Source: an optimization exercise on an open RTL-to-GDS flow (aim: small area and a short achievable clock period). Production flows keep margins and buffers that such runs may drop.
Function was checked by simulation only, so behaviour that the tests miss may differ from the original.
Power figures rest on the tool's default switching activity, not on a simulated workload.

== alpha ==
==> flow/design.v <==
module bcr # (parameter FIFO_WIDTH = 384, parameter ADDR_W = 15, parameter EDGE_W = 48, parameter Bank_Num_W = 3)
(
	input wire 						clk,
	input wire						rst,
	input wire						input_valid,
	input wire	[FIFO_WIDTH-1:0]	input_data,
	input wire						stall,
	output reg 	[EDGE_W-1:0]		output_data0,
	output reg 	[EDGE_W-1:0]		output_data1,
	output reg 	[EDGE_W-1:0]		output_data2,
	output reg 	[EDGE_W-1:0]		output_data3,
	output reg 	[EDGE_W-1:0]		output_data4,
	output reg 	[EDGE_W-1:0]		output_data5,
	output reg 	[EDGE_W-1:0]		output_data6,
	output reg 	[EDGE_W-1:0]		output_data7,
	output reg						output_valid0,
	output reg						output_valid1,
	output reg						output_valid2,
	output reg						output_valid3,
	output reg						output_valid4,
	output reg						output_valid5,
	output reg						output_valid6,
	output reg						output_valid7,
	output reg						inc
);
localparam W8 = EDGE_W*8;
reg [W8-1:0] data_in_q;
reg          stall_q;
reg          rst_q;
always @(posedge clk) begin
	data_in_q <= input_data;
	stall_q   <= stall;
	rst_q     <= rst;
end
wire [W8-1:0] out_q = {output_data7, output_data6, output_data5, output_data4,
                       output_data3, output_data2, output_data1, output_data0};
wire [W8-1:0] w_held = stall_q ? out_q : data_in_q;
wire [W8-1:0] out_d  = (rst | rst_q) ? {W8{1'b0}} : w_held;
always @(posedge clk) begin
	{output_data7, output_data6, output_data5, output_data4,
	 output_data3, output_data2, output_data1, output_data0} <= out_d;
end
function conf_in;
	input integer i;
	input integer j;
	begin
		conf_in = (input_data[EDGE_W*i +: Bank_Num_W] == input_data[EDGE_W*j +: Bank_Num_W]) ||
		          (input_data[EDGE_W*i+ADDR_W +: Bank_Num_W] == input_data[EDGE_W*j+ADDR_W +: Bank_Num_W]);
	end
endfunction
reg        v_q;
reg [7:0]  o_q;
reg [63:0] c_q;          
integer a, b;
always @(posedge clk) begin
	if (!stall) begin
		for (a = 0; a < 8; a = a + 1)
			for (b = 0; b < 8; b = b + 1)
				if (a < b) c_q[8*a+b] <= conf_in(a, b);
	end
end
reg [7:0] g;
reg       blk;
always @(*) begin
	for (a = 0; a < 8; a = a + 1) begin
		blk = 1'b0;
		for (b = 0; b < 8; b = b + 1)
			if (b < a) blk = blk | (g[b] & c_q[8*b+a]);
		g[a] = ~o_q[a] & ~blk;
	end
end
reg all_done;
always @(*) begin
	all_done = 1'b1;
	for (a = 0; a < 8; a = a + 1)
		for (b = 0; b < 8; b = b + 1)
			if (a < b) all_done = all_done & (~c_q[8*a+b] | o_q[a] | o_q[b]);
end
wire [7:0] valid    = {8{v_q}} & g;
wire       inc_wire = v_q & all_done;
always @(posedge clk) begin
	if (rst) begin
		v_q <= 1'b0;
		o_q <= 8'd0;
		{output_valid7, output_valid6, output_valid5, output_valid4,
		 output_valid3, output_valid2, output_valid1, output_valid0} <= 8'd0;
	end else if (stall) begin
		{output_valid7, output_valid6, output_valid5, output_valid4,
		 output_valid3, output_valid2, output_valid1, output_valid0} <= 8'd0;
		inc <= 1'b0;
	end else begin
		v_q <= input_valid;
		o_q <= inc_wire ? 8'd0 : (o_q | valid);
		{output_valid7, output_valid6, output_valid5, output_valid4,
		 output_valid3, output_valid2, output_valid1, output_valid0} <= valid;
		inc <= inc_wire;
	end
end
endmodule
Settings: LEC_CHECK=0, CAP_MARGIN=20, CORE_MARGIN=2, CORE_UTILIZATION=40, SETUP_SLACK_MARGIN=1.3, SLEW_MARGIN=20; clock period 3.0 ns.
standard.sh (not shown) runs the stock make flow with config.mk's settings and CLKGATE_MAP_FILE= SYNTH_SCRIPT=/design/flow/synth_recipe.tcl, a recipe that flattens the netlist after the stock synthesis.
==> flow/flow/run.sh <==
#!/bin/bash
# Standard layout, except that the port buffers are plain buffers instead of
# the delay cells buffer_ports picks by default.
set -euo pipefail
export BUFFER_PORTS_ARGS="-buffer_cell sky130_fd_sc_hd__buf_2"
bash standard.sh > standard.log 2>&1
Inputs modified between alpha and beta:
Settings: CTS_CLUSTER_DIAMETER newly set to 60; CTS_BUF_LIST newly set to sky130_fd_sc_hd__clkbuf_8 sky130_fd_sc_hd__clkbuf_16; CTS_CLUSTER_SIZE newly set to 30; SETUP_SLACK_MARGIN changed from 1.3 to 1.2.
==> notes.md <==
beta completed every stage of the flow, and the final layout passed the timing, design-rule and antenna checks. beta improves on alpha in first-pass GRT wire length. Compared alpha against beta; fmax within noise. Switching power down 5.0% in beta wrt alpha. Of beta and alpha, the lower wire length belongs to beta. There was hardly any difference in time the final worst path needs with I/O delays and setup between alpha and beta. The worst setup slack before clock tree synthesis number comes out lower for alpha vs beta. [beta] flip-flop and latch share of the layout cell area rose 4.7 points relative to alpha. There was hardly any difference in fraction of the cycle the final worst path needs between beta and alpha.
## Diff of input files: gamma against beta
Settings: CORE_UTILIZATION: 40 -> 55; CTS_BUF_LIST: sky130_fd_sc_hd__clkbuf_8 sky130_fd_sc_hd__clkbuf_16 -> unset; SETUP_SLACK_MARGIN: 1.2 -> 1.3; CTS_CLUSTER_DIAMETER: 60 -> unset; ABC_CLOCK_PERIOD_IN_PS: unset -> 1500; CTS_CLUSTER_SIZE: 30 -> unset.
[summary]
gamma vs. beta: die height went down by 14%. From gamma to beta, net count after synthesis did not move at all. gamma gives less number of rows in the core area than beta did. gamma is listed as incomplete: the tool reported an error in 3_2_place_iop and the run ended there. Between gamma and beta, the width of the die is lower for gamma. Relative to beta, starting utilization of the core area increased by 16 points in gamma. Diff gamma..beta | number of library cell types mapped by synthesis | unchanged.

## re-timing with driven ports
Ports are ideal in the flow. The routed layouts listed here were re-timed in OpenROAD.
Step 1 assumes that a clkbuf_16 drives the clock port and a buf_2 every other input.
Step 2, shift: input delay + t, output delay - t, t = (earliest + latest rising clock arrival at the registers) / 2. This alone moves slack from input paths to output paths.
a / b / c = ideal ports / drivers / drivers and shift; a / b = the first two.
| run | shift t [ns] | setup slack, ns | clock arrival spread, ns | pins driven straight from the clock port |
|---|---|---|---|---|
| alpha | 0.669 | 0.969 / 0.969 / 0.969 | 0.029 / 0.029 | 1 |
| beta | 0.657 | 0.967 / 0.967 / 0.967 | 0.025 / 0.025 | 1 |
After both steps every run listed still meets setup and hold.
